Context: an optimization exercise on an open-source flow, tuned for small area, a short achievable clock period and few clock cycles. The choices shown serve that exercise and are no tape-out recipe. No run shown here included a check of the RTL's function; only the layout flow was run. Power figures rest on the tool's default switching activity, not on a simulated workload.

**flow/config.mk**
```make
export PLATFORM = sky130hd
export DESIGN_NAME = MM
export DESIGN_NICKNAME = MM
export VERILOG_FILES = /design/flow/design.v
export SDC_FILE = /design/flow/constraint.sdc
export NUM_CORES = 4
export LEC_CHECK = 0
export CAP_MARGIN = 20
export CORE_MARGIN = 2
export CORE_UTILIZATION = 40
export PLACE_DENSITY = 0.6
export SLEW_MARGIN = 20
```
**flow/standard.sh**
```bash
#!/bin/bash
# synth_recipe.tcl (not shown) runs the flow's synth.tcl, then flattens the netlist and writes it again
# the make line also repeats each setting of config.mk as NAME=value (left out here)
make -C /OpenROAD-flow-scripts/flow DESIGN_CONFIG=/design/flow/config.mk WORK_HOME=/design/flow/orfs CLKGATE_MAP_FILE= SYNTH_SCRIPT=/design/flow/synth_recipe.tcl "${@:-finish}"
```
**flow/design.v**
```verilog
module MM(clk,i,j,reset,read,write,index,read_data,write_data,finish);
	input reset, clk;
	input [19:0]read_data;
	output [19:0]i, j;
	output read, write, index, finish;
	output [39:0]write_data;
	reg rd_o, wr_o, idx_o, fin_o;
	reg [9:0] i_o, j_o, x;
	reg [9:0] rr, kk, cc;
	reg hs, alldone, wfin;
	reg q1, q2, q3, q4;
	reg f1, l1, l2, l3, l4, e1, e2, e3, e4, ld, cm;
	reg [19:0] b;
	reg [39:0] s, c, acc;
	wire hdr   = rd_o & wr_o;
	wire cur_b = rd_o & ~wr_o & idx_o;
	wire cur_a = rd_o & ~wr_o & ~idx_o;
	wire cur_w = wr_o & ~rd_o;
	wire [9:0] i_inc = i_o + 10'd1;
	wire [9:0] j_inc = j_o + 10'd1;
	wire [9:0] x_inc = x + 10'd1;
	wire lastn = (j_inc == kk);
	wire lastc = (x_inc == cc);
	wire lastr = (i_inc == rr);
	wire need_w = q4 & l4;
	always @(posedge clk or posedge reset) begin
		if (reset) begin
			rd_o <= 1'b0;
			wr_o <= 1'b0;
			hs <= 1'b0;
			fin_o <= 1'b0;
			alldone <= 1'b0;
			wfin <= 1'b0;
			q1 <= 1'b0;
			q2 <= 1'b0;
			q3 <= 1'b0;
			q4 <= 1'b0;
		end else begin
			q1 <= cur_a;
			q2 <= q1;
			q3 <= q2;
			q4 <= q3;
			if (!hs) begin
				hs <= 1'b1;
				rd_o <= 1'b1;
				wr_o <= 1'b1;
			end else if (hdr) begin
				if (i_o[1]) begin
					rd_o <= 1'b1;
					wr_o <= 1'b0;
				end
			end else begin
				if (cur_a & lastn & lastc & lastr) alldone <= 1'b1;
				if (need_w) begin
					rd_o <= 1'b0;
					wr_o <= 1'b1;
					wfin <= e4;
				end else if (alldone | (cur_a & lastn)) begin
					rd_o <= 1'b0;
					wr_o <= 1'b0;
				end else begin
					rd_o <= 1'b1;
					wr_o <= 1'b0;
				end
				if (cur_w & wfin) fin_o <= 1'b1;
			end
		end
	end
	always @(posedge clk) begin
		if (!hs) begin
			i_o <= 10'd0;
		end else if (hdr) begin
			if (i_o[1:0] == 2'd0) rr <= read_data[9:0];
			if (i_o[1:0] == 2'd1) kk <= read_data[9:0];
			if (i_o[1:0] == 2'd2) cc <= read_data[9:0];
			if (i_o[1]) begin
				i_o <= 10'd0;
				idx_o <= 1'b1;
			end else begin
				i_o <= i_inc;
			end
			j_o <= 10'd0;
			x <= 10'd0;
		end else if (cur_b) begin
			i_o <= x;
			j_o <= i_o;
			x <= j_o;
			idx_o <= 1'b0;
		end else if (cur_a) begin
			idx_o <= 1'b1;
			x <= i_o;
			if (!lastn) begin
				i_o <= j_inc;
				j_o <= x;
			end else if (!lastc) begin
				i_o <= 10'd0;
				j_o <= x_inc;
			end else begin
				i_o <= 10'd0;
				j_o <= 10'd0;
				x <= i_inc;
			end
		end
	end
	reg signed [21:0] a2;
	reg [14:0] dg;
	reg [14:0] dg_odd, dg_even;
	reg [2:0] tp, te;
	integer m;
	always @(*) begin
		for (m = 0; m < 5; m = m + 1) begin
			tp = (m == 4) ? b[19:17] : b[4*m+1 +: 3];
			te = (m == 0) ? {b[1:0], 1'b0} : b[4*m-1 +: 3];
			dg_odd[3*m]   = tp[2] & ~(tp[1] & tp[0]);
			dg_odd[3*m+1] = tp[1] ^ tp[0];
			dg_odd[3*m+2] = (tp[2] & ~tp[1] & ~tp[0]) | (~tp[2] & tp[1] & tp[0]);
			dg_even[3*m]   = te[2] & ~(te[1] & te[0]);
			dg_even[3*m+1] = te[1] ^ te[0];
			dg_even[3*m+2] = (te[2] & ~te[1] & ~te[0]) | (~te[2] & te[1] & te[0]);
		end
	end
	always @(posedge clk) begin
		if (cur_b) b <= read_data;
		a2 <= cur_a ? {read_data, 2'b00} : {{2{a2[21]}}, a2[21:2]};
		dg <= cur_a ? dg_odd : (q1 ? dg_even : 15'd0);
		f1 <= (j_o == 10'd0);
		l1 <= lastn;
		e1 <= lastn & lastc & lastr;
		ld <= q1 & f1;
		l2 <= l1;
		e2 <= l1 & e1;
		l3 <= l2;
		e3 <= e2;
		l4 <= l3;
		e4 <= e3;
	end
	reg [39:0] row [0:4];
	reg [39:0] row5;
	reg [22:0] sel, f;
	always @(*) begin
		row5 = -(40'h11111 << 22);
		for (m = 0; m < 5; m = m + 1) begin
			sel = dg[3*m+1] ? {a2[21], a2} : (dg[3*m+2] ? {a2, 1'b0} : 23'd0);
			f = sel ^ {23{dg[3*m]}};
			row[m] = {17'd0, ~f[22], f[21:0]} << (4*m);
			row5[4*m] = dg[3*m];
		end
	end
	wire [39:0] s1a = row[0] ^ row[1] ^ row[2];
	wire [39:0] c1a = {(row[0][38:0] & row[1][38:0]) | (row[0][38:0] & row[2][38:0]) | (row[1][38:0] & row[2][38:0]), 1'b0};
	wire [39:0] s1b = row[3] ^ row[4] ^ row5;
	wire [39:0] c1b = {(row[3][38:0] & row[4][38:0]) | (row[3][38:0] & row5[38:0]) | (row[4][38:0] & row5[38:0]), 1'b0};
	wire [39:0] s2 = s1a ^ c1a ^ s1b;
	wire [39:0] c2 = {(s1a[38:0] & c1a[38:0]) | (s1a[38:0] & s1b[38:0]) | (c1a[38:0] & s1b[38:0]), 1'b0};
	wire [39:0] s3 = s2 ^ c2 ^ c1b;
	wire [39:0] c3 = {(s2[38:0] & c2[38:0]) | (s2[38:0] & c1b[38:0]) | (c2[38:0] & c1b[38:0]), 1'b0};
	wire [39:0] am = ld ? 40'd0 : acc;
	wire [39:0] ax = am ^ s ^ c;
	wire [39:0] ay = {(am[38:0] & s[38:0]) | (am[38:0] & c[38:0]) | (s[38:0] & c[38:0]), 1'b0};
	wire cin_h = cm & ~ld;
	wire [20:0] add_lo = {1'b0, ax[19:0]} + {1'b0, ay[19:0]};
	wire [20:0] add_hi = {ax[39:20], cin_h} + {ay[39:20], cin_h};
	wire [19:0] sum_lo = add_lo[19:0];
	wire cout_lo = add_lo[20];
	wire [19:0] sum_hi = add_hi[20:1];
	always @(posedge clk) begin
		s <= s3;
		c <= c3;
		acc <= {sum_hi, sum_lo};
		cm <= cout_lo;
	end
	assign read = rd_o;
	assign write = wr_o;
	assign index = idx_o;
	assign i = {10'd0, i_o};
	assign j = {10'd0, j_o};
	assign finish = fin_o;
	assign write_data = acc;
endmodule
```
**flow/constraint.sdc**
```tcl
create_clock -name core_clock -period 10.0 [get_ports {clk}]
set_input_delay 2.0000 -clock core_clock [delete_from_list [all_inputs] [get_ports {clk}]]
set_output_delay 2.0000 -clock core_clock [all_outputs]
set_load 0.01 [all_outputs]
```
**flow/flow/run.sh**
```bash
#!/bin/bash
# The standard layout, with ORFS's timing repair aiming for a clock period
# well below the design's (the constraints themselves are unchanged).
set -euo pipefail
bash standard.sh SETUP_SLACK_MARGIN=7.0 finish > standard_flow.log 2>&1
```
==> run notes, run 1 <==
Power per Cell Area=256 mW/mm^2; drc violations=0; Max Slew Vio Count=0; CP arrival=~1300 ps; initial core utilization=between 40% and 50%; IO Port Bufs=85; cts bufs inserted=28; count leader, synth=nand2_1; Cell Rows=73; Tightest Hold Check Type=reg -> reg; register area share after synthesis=roughly 36%; maximum root-to-sink buffer count=3; worst r2r src=ld; CTS tree=done; setup TNS=0 ps; max_cap viols=0; crit-path cells=dlygate4sd2_1; Clk pin slew, worst setup/hold paths=approximately 60 ps; peak supply drop=between 0.15 and 0.2 mV; worst setup margin=between 6000 and 7000 ps; crit end category=output pin; Via density=slightly above 5; RSZ-0062 raised after global routing=yes; CP startpoint kind=flip-flop; Required @ worst endpoint=about 8000 ps; synthesized cell area=0.0163 mm^2; CP startpoint=i_o[1]; Starting DRT DRC Count=between 800 and 900; die area=between 0.04 and 0.05 mm^2; post-route minimum period=roughly 3300 ps; placed cell count=between 2000 and 2500; via count=between 10000 and 15000; Crit Path Max Fanout=9; Root Driver=clkbuf_16; LEAKAGE=between 8 and 9 nW; Final setup violation count=0; Syn. warnings=2; Hold Crit Start=e2; GPL Wtd Cong=between 0.8 and 0.9; Avg Inst Size Synth=just over 9 um^2; GRT Total Usage=around 20%; Hold Buf Count CTS=0; Synth top area share=21.0%; critical path's largest stage delay=between 400 and 500 ps; Rel. slew slack=31.1%; ys async rst share=between 3 and 4%; first-pass GRT wire length=around 65000 um; top post-synthesis cells by count=nand2_1, inv_1, dfxtp_1; grt ovf=0; dpl ws=roughly 6300 ps; period utilization=about a third; Die Ht=about 200 um; outcome=no timing/DRC/antenna violations; Unique masters post-synth=between 60 and 70; Die W=around 200 um; Final Util=~51%; Max Clk Rate=just over 0.3 GHz; worst skew pair latency=approximately 560 ps; Post-synth EDFFs=72; ranking of synthesized cells by area=dfxtp_1, edfxtp_1, fa_1, ha_1, nand2_1; Final Hold Violating Endpoints=0; initial antenna violation count=0; Area Overhead vs Synth=25.1%; Nets=approximately 2100; Slew @ Worst Pin=1030 ps; Synth Register Bits=253; ys flop type=dfxtp_1; cell family with most CP delay=flip-flops; Total Wirelength=roughly 42000 um; WL/cell=~17 um; CTS Sinks=253; clock skew=22.5 ps; Pwr Total=0.00521 W; post-detail-place hpwl=around 27000 um; share of cells above drive strength 1=a little over a fifth; vias in the first global route=about 12000; top-level port count=around 110; H-Tree Depth=1; Post-DRT Antenna Nets=0; Yosys top cell by area=dfxtp_1; Pre-antenna DRT Iters=5; pin count of the biggest net entering global routing=45; core footprint=~0.04 mm^2; slowest cell on the critical path=dfxtp_4; Final Non-Filler Cells=2474; Buf/Inv on CP=1; CP Class=reg -> out; ANT cells=0; Mapped Cells=around 1800
flip-flops by register name, summed over array words and instances, names as in the netlist, 15 cells and up:
| name | count |
|---|---|
| acc | 40 |
| s | 39 |
| c | 35 |
| a2 | 22 |
| b | 20 |
| dg | 15 |
cell usage in the layout (no fill, tap or decap), types with 22 or more instances in the layout:
cell type	n
a21oi_1	44
a22oi_1	22
buf_4	96
buf_6	61
clkbuf_16	33
dfxtp_1	114
dfxtp_2	43
edfxtp_1	72
fa_1	80
ha_1	99
inv_1	199
nand2_1	276
nand2b_1	36
nor2_1	34
nor2b_1	25
o21ai_0	128
xnor2_1	101
xor2_1	87
power by group:
group | internal, W | total [W] | switching [W]
registers | 0.00131 | 0.00149 | 0.000183
logic | 0.00134 | 0.00264 | 0.00129
clock network | 0.000654 | 0.00108 | 0.000427
stage by stage:
stage               hold WS, ps  cell area (um^2)
finish                      316             20400
floorplan                   310             16400
global placement            316             17500
global route                333             20400
detailed placement          314             17500
CTS                         322             19700
kinds of logic after synthesis:
kind of cell | count (synthesis) | share of synthesized area [%]
xor gates and xnor gates | 196 | 10.6
DFF | 253 | 35.8
other | 2 | 0.0461
and+or+nand+nor | 517 | 15.0
buffers and inverters | 329 | 8.11
AOI/OAI and AO/OA | 292 | 10.7
muxes | 7 | 0.445
adders and majority gates | 200 | 19.2
timing repair:
item / 4_1_cts / 5_1_grt
pin swaps: 31 / 55
endpoints found under the setup margin: 138 / 122
gates resized for setup: 437 / 96
cloned: 2 / 4
buffers inserted: 78 / 23
layer usage:
layer	track usage (%)	vias to the layer above	part of all wire (%)
met5	0	-	0
met4	6.73	0	3.3
met3	2.21	84	5.6
met2	32.6	369	47
met1	26.4	5978	44
li1	-	6095	-
layout make-up:
cell class | count | area (um^2)
inverter | 205 | 776
sequential | 253 | 5940
clock buffer | 37 | 817
timing repair buffer | 206 | 1990
fill | 3643 | 19600
clock inverter | 15 | 171
tap | 525 | 657
multi-input combinational | 1233 | 10000
final timing paths:
| check | to | slack, ps | cells after the start |
|---|---|---|---|
| max | i[1] | 6750 | 1 |
| min in group asynchronous | fin_o | 1720 | 2 |
| max in group asynchronous | rd_o | 7980 | 2 |
| min reg2reg | e3 | 320 | 0 |
| min | e3 | 320 | 0 |
| max reg2reg | cm | 6810 | 12 |
==> run 2: changes to the inputs <==
--- a/flow/design.v
+++ b/flow/design.v
@@ -67,38 +67,27 @@
 		end
 	end
+	wire s_h  = hs & hdr;
+	wire s_a1 = cur_a & ~lastn;
+	wire s_a2 = cur_a & lastn & ~lastc;
+	wire s_a3 = cur_a & lastn & lastc;
+	wire hold = hs & ~rd_o;
+	wire [9:0] i_d = ({10{s_h & ~i_o[1]}} & i_inc) | ({10{cur_b}} & x) |
+	                 ({10{s_a1}} & j_inc) | ({10{hold}} & i_o);
+	wire [9:0] j_d = ({10{cur_b}} & i_o) | ({10{s_a1}} & x) |
+	                 ({10{s_a2}} & x_inc) | ({10{hold}} & j_o);
+	wire idx_d = s_h | cur_a | (hold & idx_o);
 	always @(posedge clk) begin
-		if (!hs) begin
-			i_o <= 10'd0;
-		end else if (hdr) begin
+		i_o <= i_d;
+		j_o <= j_d;
+		idx_o <= idx_d;
+		if (s_h) begin
 			if (i_o[1:0] == 2'd0) rr <= read_data[9:0];
 			if (i_o[1:0] == 2'd1) kk <= read_data[9:0];
 			if (i_o[1:0] == 2'd2) cc <= read_data[9:0];
-			if (i_o[1]) begin
-				i_o <= 10'd0;
-				idx_o <= 1'b1;
-			end else begin
-				i_o <= i_inc;
-			end
-			j_o <= 10'd0;
 			x <= 10'd0;
 		end else if (cur_b) begin
-			i_o <= x;
-			j_o <= i_o;
 			x <= j_o;
-			idx_o <= 1'b0;
 		end else if (cur_a) begin
-			idx_o <= 1'b1;
-			x <= i_o;
-			if (!lastn) begin
-				i_o <= j_inc;
-				j_o <= x;
-			end else if (!lastc) begin
-				i_o <= 10'd0;
-				j_o <= x_inc;
-			end else begin
-				i_o <= 10'd0;
-				j_o <= 10'd0;
-				x <= i_inc;
-			end
+			x <= s_a3 ? i_inc : i_o;
 		end
 	end
==> run notes, run 2 <==
outcome=no timing/DRC/antenna violations; ANT cells=0; Post-synth EDFFs=around 50; Final setup violation count=0; Tightest Hold Check Type=reg -> reg; Final Hold Violating Endpoints=0; largest reg by FF count=acc; grt ovf=0; core footprint=0.0398 mm^2; CP startpoint kind=flip-flop; GRT Total Usage=a little under a fifth; die area=0.0421 mm^2; clock skew=about 24 ps; ranking of synthesized cells by area=dfxtp_1, fa_1, edfxtp_1, ha_1, nand2_1; share of cells above drive strength 1=between 20% and 30%; H-Tree Depth=1; Slew @ Worst Pin=1060 ps; first-pass GRT wire length=approximately 65000 um; CTS tree=done; period utilization=32.6%; multi-input logic area=0.00994 mm^2; Required @ worst endpoint=~10000 ps; Power per Cell Area=about 360 mW/mm^2; ys async rst share=roughly 4.0%; largest registers=acc (40), s (39), c (35); Cell Rows=between 70 and 80; Register Area=0.00579 mm^2; ys flop type=dfxtp_1; critical path's largest stage delay=approximately 520 ps; Gate power share=59.2%; RSZ-0062 raised after global routing=yes; placed cell count=between 2000 and 2500; Unique masters post-synth=69; Max Slew Vio Count=0; Die W=approximately 210 um; Clk pin slew, worst setup/hold paths=60 ps; worst skew pair latency=slightly below 600 ps; number of flip-flops in the largest register=40; clock share of power=between 10% and 20%; Worst Reg2Reg Path Length in Cells=14; commonest cells after routing, fill and taps aside=nand2_1, inv_1, buf_4; maximum root-to-sink buffer count=3; crit end category=flip-flop; LEAKAGE=between 8 and 9 nW; Final Non-Filler Cells=2475; Crit Path Max Fanout=6; Psw=slightly below 0.003 W; count leader, synth=nand2_1; Total Wirelength=roughly 40000 um; via count=about 12000; initial core utilization=around two fifths; Synth Register Bits=253; flop2flop setup slack=6740 ps; Yosys top cell by area=dfxtp_1; CP Class=reg -> reg; top-level port count=about 110; register area share after synthesis=about a third; Area Overhead vs Synth=24.5%; setup TNS=0 ps; commonest non-fill, non-tap cell in the layout=nand2_1; worst r2r src=ld; Root Driver=clkbuf_16; sequential share of power=24.6%; Post-DRT Antenna Nets=0; slowest cell on the critical path=fa_1; Nets=2148; GPL Wtd Cong=between 0.8 and 0.9; IO Port Bufs=between 80 and 90; Pre-antenna DRT Iters=7; top post-synthesis cells by count=nand2_1, dfxtp_1, inv_1; pin count of the biggest net entering global routing=50; cts bufs inserted=30; Syn. warnings=2; CP startpoint=ld; Max Clk Rate=between 0.3 and 0.4 GHz; Worst setup endpoint=acc[19]; crit-path cells=buf_12 -> nand2b_4 -> fa_1 -> inv_2 -> ha_4 -> a2111oi_4 -> o21ai_1 -> and3_4 -> o41ai_4 -> o21ai_2 -> a2111o_1 -> buf_4 -> nand4_1 -> nand3_1; Starting DRT DRC Count=a little over 700; Die Ht=205 um; initial antenna violation count=0; vias in the first global route=12400; CTS Sinks=around 250; Rel. slew slack=approximately 29%; Via density=just over 5; Pint=0.00427 W; synthesized cell area=approximately 0.016 mm^2; max_cap viols=0; post-detail-place hpwl=26400 um; Crit Reg-Reg Endpoint=acc[19]; post-route minimum period=between 3000 and 4000 ps; Mapped Cells=between 1500 and 2000; Avg Inst Size Synth=roughly 9 um^2; peak supply drop=~0.24 mV; Hold Buf Count CTS=0; WL/cell=around 16 um; drc violations=0; # fillers=between 3000 and 4000; Sw Ratio=41.0%; CP arrival=approximately 3700 ps; Synth top area share=23.7%
-- run 2: metrics by stage --
stage	hold WS (ps)	util [%]	instance area, um^2	total power, W	setup WS (ps)
2_1_floorplan	310	-	16400	0.00421	6860
3_3_place_gp	313	43.6	17400	0.00505	6450
3_5_place_dp	312	43.6	17400	0.00511	6370
4_1_cts	325	49.6	19700	0.00708	6610
5_1_grt	336	50.6	20200	0.00791	6580
6_report	326	50.6	20200	0.00724	6740
-- run 2: layer usage --
| metal | up-vias | wire length [um] | GRT usage (%) |
|---|---|---|---|
| met5 | - | 0 | 0 |
| met4 | 0 | 1210 | 7.09 |
| met3 | 68 | 1850 | 2.44 |
| met2 | 321 | 18900 | 32.1 |
| met1 | 5995 | 17900 | 25.3 |
| li1 | 6094 | - | - |
-- run 2: critical path, delay by kind of cell (launching register included) --
kind	cells	cell delay (ps)
adder cells (fa/ha/maj)	2	750
AND/OR/NAND/NOR	4	500
AO/OA/AOI/OAI	5	1170
buffers and inverters	3	330
flip-flops	1	370
-- run 2: worst min path at each step --
stage / startpoint / to / slack (ps) / cells past startpoint
finish: l3 / l4 / 330 / 0
global route: l3 / l4 / 340 / 0
CTS: l2 / l3 / 320 / 0
detailed placement: l2 / l3 / 310 / 0
global placement: l2 / l3 / 310 / 0
floorplan: e2 / e3 / 310 / 0
-- run 2: cell families after synthesis --
group	after synthesis	synth area share, %
AO/OA/AOI/OAI	299	11.7
flip-flops	253	34.7
other	2	0.0464
buffers and inverters	318	7.93
XOR/XNOR	203	11.1
multiplexers	5	0.324
adder cells (fa/ha/maj)	200	19.3
AND/OR/NAND/NOR	513	14.9
-- run 2: cell type report --
class,instances,area share (%)
Timing Repair Buffer,217,9.99
Sequential cell,253,28.7
Multi-Input combinational cell,1241,49.3
Clock inverter,14,1.01
Tap cell,525,3.26
Clock buffer,42,4.35
Inverter,183,3.42
-- run 2: power groups by stage --
| stage | logic, W | registers (W) | clock network, W |
|---|---|---|---|
| after floorplan | 0.00262 | 0.00159 | 0 |
| after global placement | 0.00326 | 0.00179 | 0 |
| after detailed placement | 0.00333 | 0.00179 | 0 |
| after CTS | 0.00409 | 0.00178 | 0.00120 |
| after global routing | 0.00484 | 0.00182 | 0.00125 |
| final | 0.00428 | 0.00178 | 0.00117 |
-- run 2: repair_timing --
item | CTS | global route
setup buffers | 84 | 32
endpoints found under the hold margin | 0 | 0
gates cloned | 2 | 0
resized for setup | 487 | 50
pin swaps | 44 | 23
setup endpoints to repair | 140 | 108
==> run 3: changes to the inputs <==
--- a/flow/design.v
+++ b/flow/design.v
@@ -9,6 +9,6 @@
 	reg [9:0] rr, kk, cc;
 	reg hs, alldone, wfin;
-	reg q1, q2, q3, q4;
-	reg f1, l1, l2, l3, l4, e1, e2, e3, e4, ld, cm;
+	reg q1, q2, q3;
+	reg f1, l1, l2, l3, e1, e2, e3, ld;
 	reg [19:0] b;
 	reg [39:0] s, c, acc;
@@ -23,5 +23,5 @@
 	wire lastc = (x_inc == cc);
 	wire lastr = (i_inc == rr);
-	wire need_w = q4 & l4;
+	wire need_w = q3 & l3;
 	always @(posedge clk or posedge reset) begin
 		if (reset) begin
@@ -35,10 +35,8 @@
 			q2 <= 1'b0;
 			q3 <= 1'b0;
-			q4 <= 1'b0;
 		end else begin
 			q1 <= cur_a;
 			q2 <= q1;
 			q3 <= q2;
-			q4 <= q3;
 			if (!hs) begin
 				hs <= 1'b1;
@@ -55,6 +53,6 @@
 					rd_o <= 1'b0;
 					wr_o <= 1'b1;
-					wfin <= e4;
-				end else if (alldone | (cur_a & lastn)) begin
+					wfin <= e3;
+				end else if (alldone | (cur_a & lastn & lastc & lastr)) begin
 					rd_o <= 1'b0;
 					wr_o <= 1'b0;
@@ -121,6 +119,4 @@
 		l3 <= l2;
 		e3 <= e2;
-		l4 <= l3;
-		e4 <= e3;
 	end
 	reg [39:0] row [0:4];
@@ -144,18 +140,8 @@
 	wire [39:0] s3 = s2 ^ c2 ^ c1b;
 	wire [39:0] c3 = {(s2[38:0] & c2[38:0]) | (s2[38:0] & c1b[38:0]) | (c2[38:0] & c1b[38:0]), 1'b0};
-	wire [39:0] am = ld ? 40'd0 : acc;
-	wire [39:0] ax = am ^ s ^ c;
-	wire [39:0] ay = {(am[38:0] & s[38:0]) | (am[38:0] & c[38:0]) | (s[38:0] & c[38:0]), 1'b0};
-	wire cin_h = cm & ~ld;
-	wire [20:0] add_lo = {1'b0, ax[19:0]} + {1'b0, ay[19:0]};
-	wire [20:0] add_hi = {ax[39:20], cin_h} + {ay[39:20], cin_h};
-	wire [19:0] sum_lo = add_lo[19:0];
-	wire cout_lo = add_lo[20];
-	wire [19:0] sum_hi = add_hi[20:1];
 	always @(posedge clk) begin
 		s <= s3;
 		c <= c3;
-		acc <= {sum_hi, sum_lo};
-		cm <= cout_lo;
+		acc <= (ld ? 40'd0 : acc) + s + c;
 	end
 	assign read = rd_o;
==> run notes, run 3 <==
setup TNS=0 ps; GRT Total Usage=19.3%; commonest non-fill, non-tap cell in the layout=nand2_1; Nets=~2000; via count=between 10000 and 15000; top-level port count=106; vias in the first global route=12400; pin count of the biggest net entering global routing=a little under 50; WL/cell=16.7 um; RSZ-0062 raised after global routing=yes; initial core utilization=40.6%; CTS Sinks=~250; Mapped Cells=between 1500 and 2000; Max Slew Vio Count=0; Synth Register Bits=around 250; Required @ worst endpoint=10440 ps; Via density=between 5 and 6; Final Hold Violating Endpoints=0; Clk pin slew, worst setup/hold paths=approximately 60 ps; Rel. slew slack=29.2%; Area Overhead vs Synth=22.6%; die area=slightly above 0.04 mm^2; IO Port Bufs=85; LEAKAGE=8.16 nW; maximum root-to-sink buffer count=3; Post-synth EDFFs=approximately 50; Unique masters post-synth=67; Crit Path Max Fanout=7; # fillers=3574; initial antenna violation count=0; post-detail-place hpwl=about 26000 um; commonest cells after routing, fill and taps aside=nand2_1, dfxtp_1, xnor2_1, o21ai_0, ha_1; peak supply drop=0.204 mV; ANT cells=0; largest registers=acc (40), s (39), c (35); Pwr Total=0.00714 W; Power per Cell Area=~370 mW/mm^2; register area share after synthesis=roughly a third; max_cap viols=0; GPL Wtd Cong=0.851; ys flop type=dfxtp_1; clock skew=roughly 26 ps; met1 Usage GRT=~25%; ys async rst share=3.61%; Top Usage Layer GRT=met2; drc violations=0; top post-synthesis cells by count=nand2_1, dfxtp_1, ha_1, o21ai_0, xnor2_1; CTS tree=done; Root Driver=clkbuf_16; post-route minimum period=roughly 3700 ps; count leader, synth=nand2_1; Synth top area share=approximately 24%; Die W=202 um; worst skew pair latency=roughly 570 ps; Worst Reg2Reg Path Length in Cells=14; number of flip-flops in the largest register=40; share of cells above drive strength 1=19.7%; Yosys top cell by area=dfxtp_1; Max Clk Rate=between 0.2 and 0.3 GHz; Syn. warnings=2; GR Util met2=32.8%; grt ovf=0; crit end category=flip-flop; H-Tree Depth=1; Tightest Hold Check Type=reg -> reg; synthesized cell area=~0.016 mm^2; Hold Crit Start=l2; CP Class=reg -> reg; Starting DRT DRC Count=647; largest reg by FF count=acc; flop2flop setup slack=around 6300 ps; first-pass GRT wire length=64800 um; Post-DRT Antenna Nets=0; period utilization=~37%; Final Util=between 40% and 50%; WHS Endpoint=l3; worst setup margin=roughly 6300 ps; CP startpoint kind=flip-flop; dpl ws=about 5300 ps; Slew @ Worst Pin=roughly 1100 ps; Avg Inst Size Synth=approximately 9 um^2; Total Wirelength=around 40000 um; cts bufs inserted=29; Cell Rows=about 70; Pre-antenna DRT Iters=5; Crit Reg-Reg Endpoint=acc[38]; worst r2r src=ld; CP arrival=4180 ps; Die Ht=approximately 200 um; hold path cells=0; Final setup violation count=0; ranking of synthesized cells by area=dfxtp_1, fa_1, edfxtp_1, ha_1, nand2_1; Hold Buf Count CTS=0; core footprint=slightly below 0.04 mm^2; met3 GRT Util=3.37%; outcome=no timing/DRC/antenna violations
==> run 3: layer usage <==
| metal | routed length, um | vias to the layer above |
|---|---|---|
| li1 | - | 5884 |
| met1 | 17000 | 5757 |
| met2 | 18800 | 343 |
| met3 | 2500 | 68 |
| met4 | 1000 | 0 |
| met5 | 0 | - |
==> run 3: stage by stage <==
step	hold slack [ps]	instances	cell area, um^2
after CTS	330	2340	19000
after global routing	336	2357	19300
final	327	2357	19300
after detailed placement	318	2225	17000
after floorplan	310	1732	15900
after global placement	314	2225	17000
==> run 3: worst max-delay path by stage <==
stage               endpoint  slack [ps]  from  depth (start not counted)
finish               acc[38]        6260    ld                         14
detailed placement   acc[37]        5320    ld                         13
global route         acc[38]        6150    ld                         14
global placement     acc[37]        5460    ld                         12
floorplan            acc[36]        6560    ld                         14
CTS                  acc[36]        6310    ld                         14
==> run 3: cell type report <==
| type | count | area [um^2] | share of cell area (%) |
|---|---|---|---|
| clock buffers | 40 | 808 | 4.19 |
| clock inverters | 14 | 146 | 0.759 |
| inverters | 99 | 372 | 1.93 |
| multi-input cells | 1261 | 9920 | 51.4 |
| flip-flops and latches | 249 | 5690 | 29.5 |
| well taps | 518 | 648 | 3.36 |
| repair buffers | 176 | 1710 | 8.85 |
==> run 3: cells by family (layout without fill, tap and decap cells) <==
kind of cell / count (synthesis) / in the layout / share of synthesized area, %
AO/OA/AOI/OAI: 316 / 316 / 12.5
XOR/XNOR: 205 / 205 / 11.4
adder cells (fa/ha/maj): 199 / 199 / 19.8
buffers and inverters: 222 / 329 / 5.83
flip-flops: 249 / 249 / 35.2
multiplexers: 6 / 6 / 0.397
other: 2 / 21 / 0.0477
AND/OR/NAND/NOR: 514 / 514 / 14.8
==> run 3: where the power goes <==
group          leakage, nW  switching [W]  total, W  internal, W
clock                0.472       0.000438   0.00106     0.000620
combinational         5.52        0.00227   0.00433      0.00206
sequential            2.16       0.000343   0.00175      0.00141
total                 8.16        0.00305   0.00714      0.00409
==> run 3: worst max-delay path, stage by stage (launching register included) <==
cell and delay, ps:
dfxtp_4 430, buf_6 130, nor2b_4 30, fa_1 540
ha_4 220, and2_4 140, a221o_1 320, a221o_1 360
or3_4 400, o2111ai_4 300, a21oi_2 130, o21a_1 250
o21ai_2 140, o21ai_1 90, xor2_1 140
==> run 3: timing repair <==
action,CTS,global route
hold endpoints to repair,0,0
pin swaps,31,24
endpoints found under the setup margin,152,114
setup buffers,61,17
resized for setup,478,47
==> run 4: changes to the inputs <==
==> flow/flow/run.sh (replaced) <==
#!/bin/bash
# The standard layout, with ORFS's timing repair aiming for a clock period
# well below the design's (the constraints themselves are unchanged), and
# repairing only the worst endpoints.
set -euo pipefail
bash standard.sh SETUP_SLACK_MARGIN=7.0 TNS_END_PERCENT=10 finish > standard_flow.log 2>&1
==> run notes, run 4 <==
drc violations=0; outcome=no timing/DRC/antenna violations; Synth Register Bits=between 200 and 250; clock skew=31.1 ps; setup TNS=0 ps; cts bufs inserted=28; RSZ-0062 raised after global routing=yes; placed cell count=2225; Pre-antenna DRT Iters=5; WL/cell=approximately 17 um; Pwr Total=between 0.007 and 0.008 W; core footprint=approximately 0.039 mm^2; initial antenna violation count=0; CP arrival=~4100 ps; Power per Cell Area=~380 mW/mm^2; Root Driver=clkbuf_16; ANT cells=0; post-detail-place hpwl=about 26000 um; Worst setup endpoint=acc[37]; LEAKAGE=approximately 7.9 nW; Final Hold Violating Endpoints=0; Post-DRT Antenna Nets=0; share of cells above drive strength 1=roughly an eighth; count leader, synth=nand2_1; initial core utilization=between 40% and 50%; Via density=around 5.1; Avg Inst Size Synth=between 9 and 10 um^2; Crit Reg-Reg Endpoint=acc[37]; Starting DRT DRC Count=739; Synth top area share=between 20 and 25%; ys async rst share=3.61%; Post-Place Cell Area=between 0.015 and 0.02 mm^2; Rel. slew slack=between 30% and 40%; ranking of synthesized cells by area=dfxtp_1, fa_1, edfxtp_1, ha_1, nand2_1; Register Area=~0.0056 mm^2; CP startpoint=ld; multi-input logic area=between 0.009 and 0.01 mm^2; largest registers=acc (40), s (39), c (35); Mapped Cells=1713; Die W=~200 um; ys flop type=dfxtp_1; H-Tree Depth=1; hold path cells=0; CTS Sinks=~250; die area=~0.041 mm^2; pin count of the biggest net entering global routing=49; post-route minimum period=3680 ps; post-route cell area=around 0.019 mm^2; Area Overhead vs Synth=19.7%; Total Wirelength=about 38000 um; register area share after synthesis=between 30% and 40%; worst r2r src=ld; vias in the first global route=12100; peak supply drop=~0.21 mV; Unique masters post-synth=67; Syn. warnings=2; Nets=about 2000; max_cap viols=0; Worst Reg2Reg Path Length in Cells=15; Max Clk Rate=~0.27 GHz; maximum root-to-sink buffer count=3; Yosys top cell by area=dfxtp_1; Tightest Hold Check Type=reg -> reg; worst skew pair latency=580 ps; Required @ worst endpoint=10450 ps; CP Class=reg -> reg; top post-synthesis cells by count=nand2_1, dfxtp_1, ha_1, o21ai_0, xnor2_1; number of flip-flops in the largest register=40; Final setup violation count=0; largest reg by FF count=acc; period utilization=a little under two fifths; IO Port Bufs=85; grt ovf=0; GRT Total Usage=19.0%; commonest cells after routing, fill and taps aside=nand2_1, dfxtp_1, xnor2_1, o21ai_0; first-pass GRT wire length=63400 um; crit end category=flip-flop; WHS=roughly 330 ps; Cell Rows=72; Max Slew Vio Count=0; synthesized cell area=0.0157 mm^2; Die Ht=a little over 200 um; CP startpoint kind=flip-flop; Clk pin slew, worst setup/hold paths=around 60 ps; # fillers=~3600; flop2flop setup slack=~6300 ps; Crit Path Max Fanout=7; CTS tree=done; Slew @ Worst Pin=a little over 1000 ps; top-level port count=~110; Final Non-Filler Cells=2324; commonest non-fill, non-tap cell in the layout=nand2_1; Post-synth EDFFs=just over 50; via count=~12000; GPL Wtd Cong=a little under 0.9
-- run 4: cell counts after synthesis --
No cell type changed its count.
-- run 4: stage by stage --
step                worst slack [ps]  utilization, %
floorplan                       6560               -
global placement                5420            43.7
detailed placement              5340            43.7
CTS                             6310            48.1
global route                    6170            48.6
finish                          6320            48.6
-- run 4: how the worst min path moves through the flow --
stage / startpoint / endpoint / slack (ps)
after global routing: e2 / e3 / 340
after detailed placement: e2 / e3 / 320
final: e2 / e3 / 330
after CTS: e2 / e3 / 330
after floorplan: e2 / e3 / 310
after global placement: l2 / l3 / 310
-- run 4: cells by family after synthesis --
group	count (synthesis)	share of synthesized area, %
flip-flops	249	35.2
AND/OR/NAND/NOR	514	14.8
buffers and inverters	222	5.83
XOR/XNOR	205	11.4
adder cells (fa/ha/maj)	199	19.8
multiplexers	6	0.397
other	2	0.0477
AO/OA/AOI/OAI	316	12.5
-- run 4: final cells by class --
class	count	share of cell area, %
Multi-Input combinational cell	1261	52.5
Sequential cell	249	29.6
Timing Repair Buffer	145	7.14
Clock buffer	34	4.11
Tap cell	518	3.44
Inverter	99	1.97
Clock inverter	18	1.19
-- run 4: where the power goes --
group          total, W  leakage (nW)  internal [W]  switching [W]
Combinational   0.00427          5.23       0.00201        0.00225
Clock           0.00110         0.489      0.000658       0.000438
Sequential      0.00173          2.15       0.00139       0.000344
Total           0.00709          7.87       0.00406        0.00303
-- run 4: routing by layer --
layer	part of all wire, %	vias up	track usage, %
met5	0	-	0
met4	2.1	0	5.66
met3	5.0	57	2.71
met2	48	271	32.9
met1	45	5722	24.5
li1	-	5831	-
-- run 4: what timing repair did --
| action | in CTS | in global routing |
|---|---|---|
| setup buffers | 33 | 14 |
| hold buffers | 0 | 0 |
| pin swaps | 30 | 13 |
| endpoints found under the setup margin | 150 | 157 |
| resized for setup | 85 | 57 |
| gates cloned | 0 | 0 |
-- run 4: worst max-delay path, cell delays in order (launching register included) --
cell,delay (ps)
dfxtp_4,460
buf_12,170
nor2b_4,40
fa_1,520
ha_4,250
a21oi_4,170
o211ai_1,200
a211oi_4,340
o31ai_4,160
a2111oi_4,340
buf_6,180
nor2_4,50
a211o_1,290
a31oi_1,150
o21bai_1,90
xor2_1,140

==> separate check: timing with driven ports <==
In the flow no input, the clock included, has a driving cell. The finished layouts below were timed again as built, in two steps.
Step 1, drivers: a clkbuf_16 drives clk and a buf_2 each remaining input, both assumed.
Step 2 moves the port delays by t, midway between the first and last clock arrival at a register: inputs arrive t later, outputs are due t later. That takes back most of the time a late clock gives input paths.
Three values: ideal, step 1, step 2; two values: the first two.
| run | t (ns) | slack for setup (ns) | worst setup path at the end | latest minus earliest clock arrival (ns) |
|---|---|---|---|---|
| run 1 | 0.595 | 6.745 / 6.696 / 6.805 | register to register | 0.027 / 0.027 |
| run 2 | 0.629 | 6.736 / 6.736 / 6.736 | register to register | 0.025 / 0.025 |
| run 3 | 0.611 | 6.257 / 6.257 / 6.257 | register to register | 0.029 / 0.029 |
| run 4 | 0.617 | 6.322 / 6.319 / 6.322 | register to register | 0.031 / 0.031 |
After both steps setup and hold are still met in every run listed.
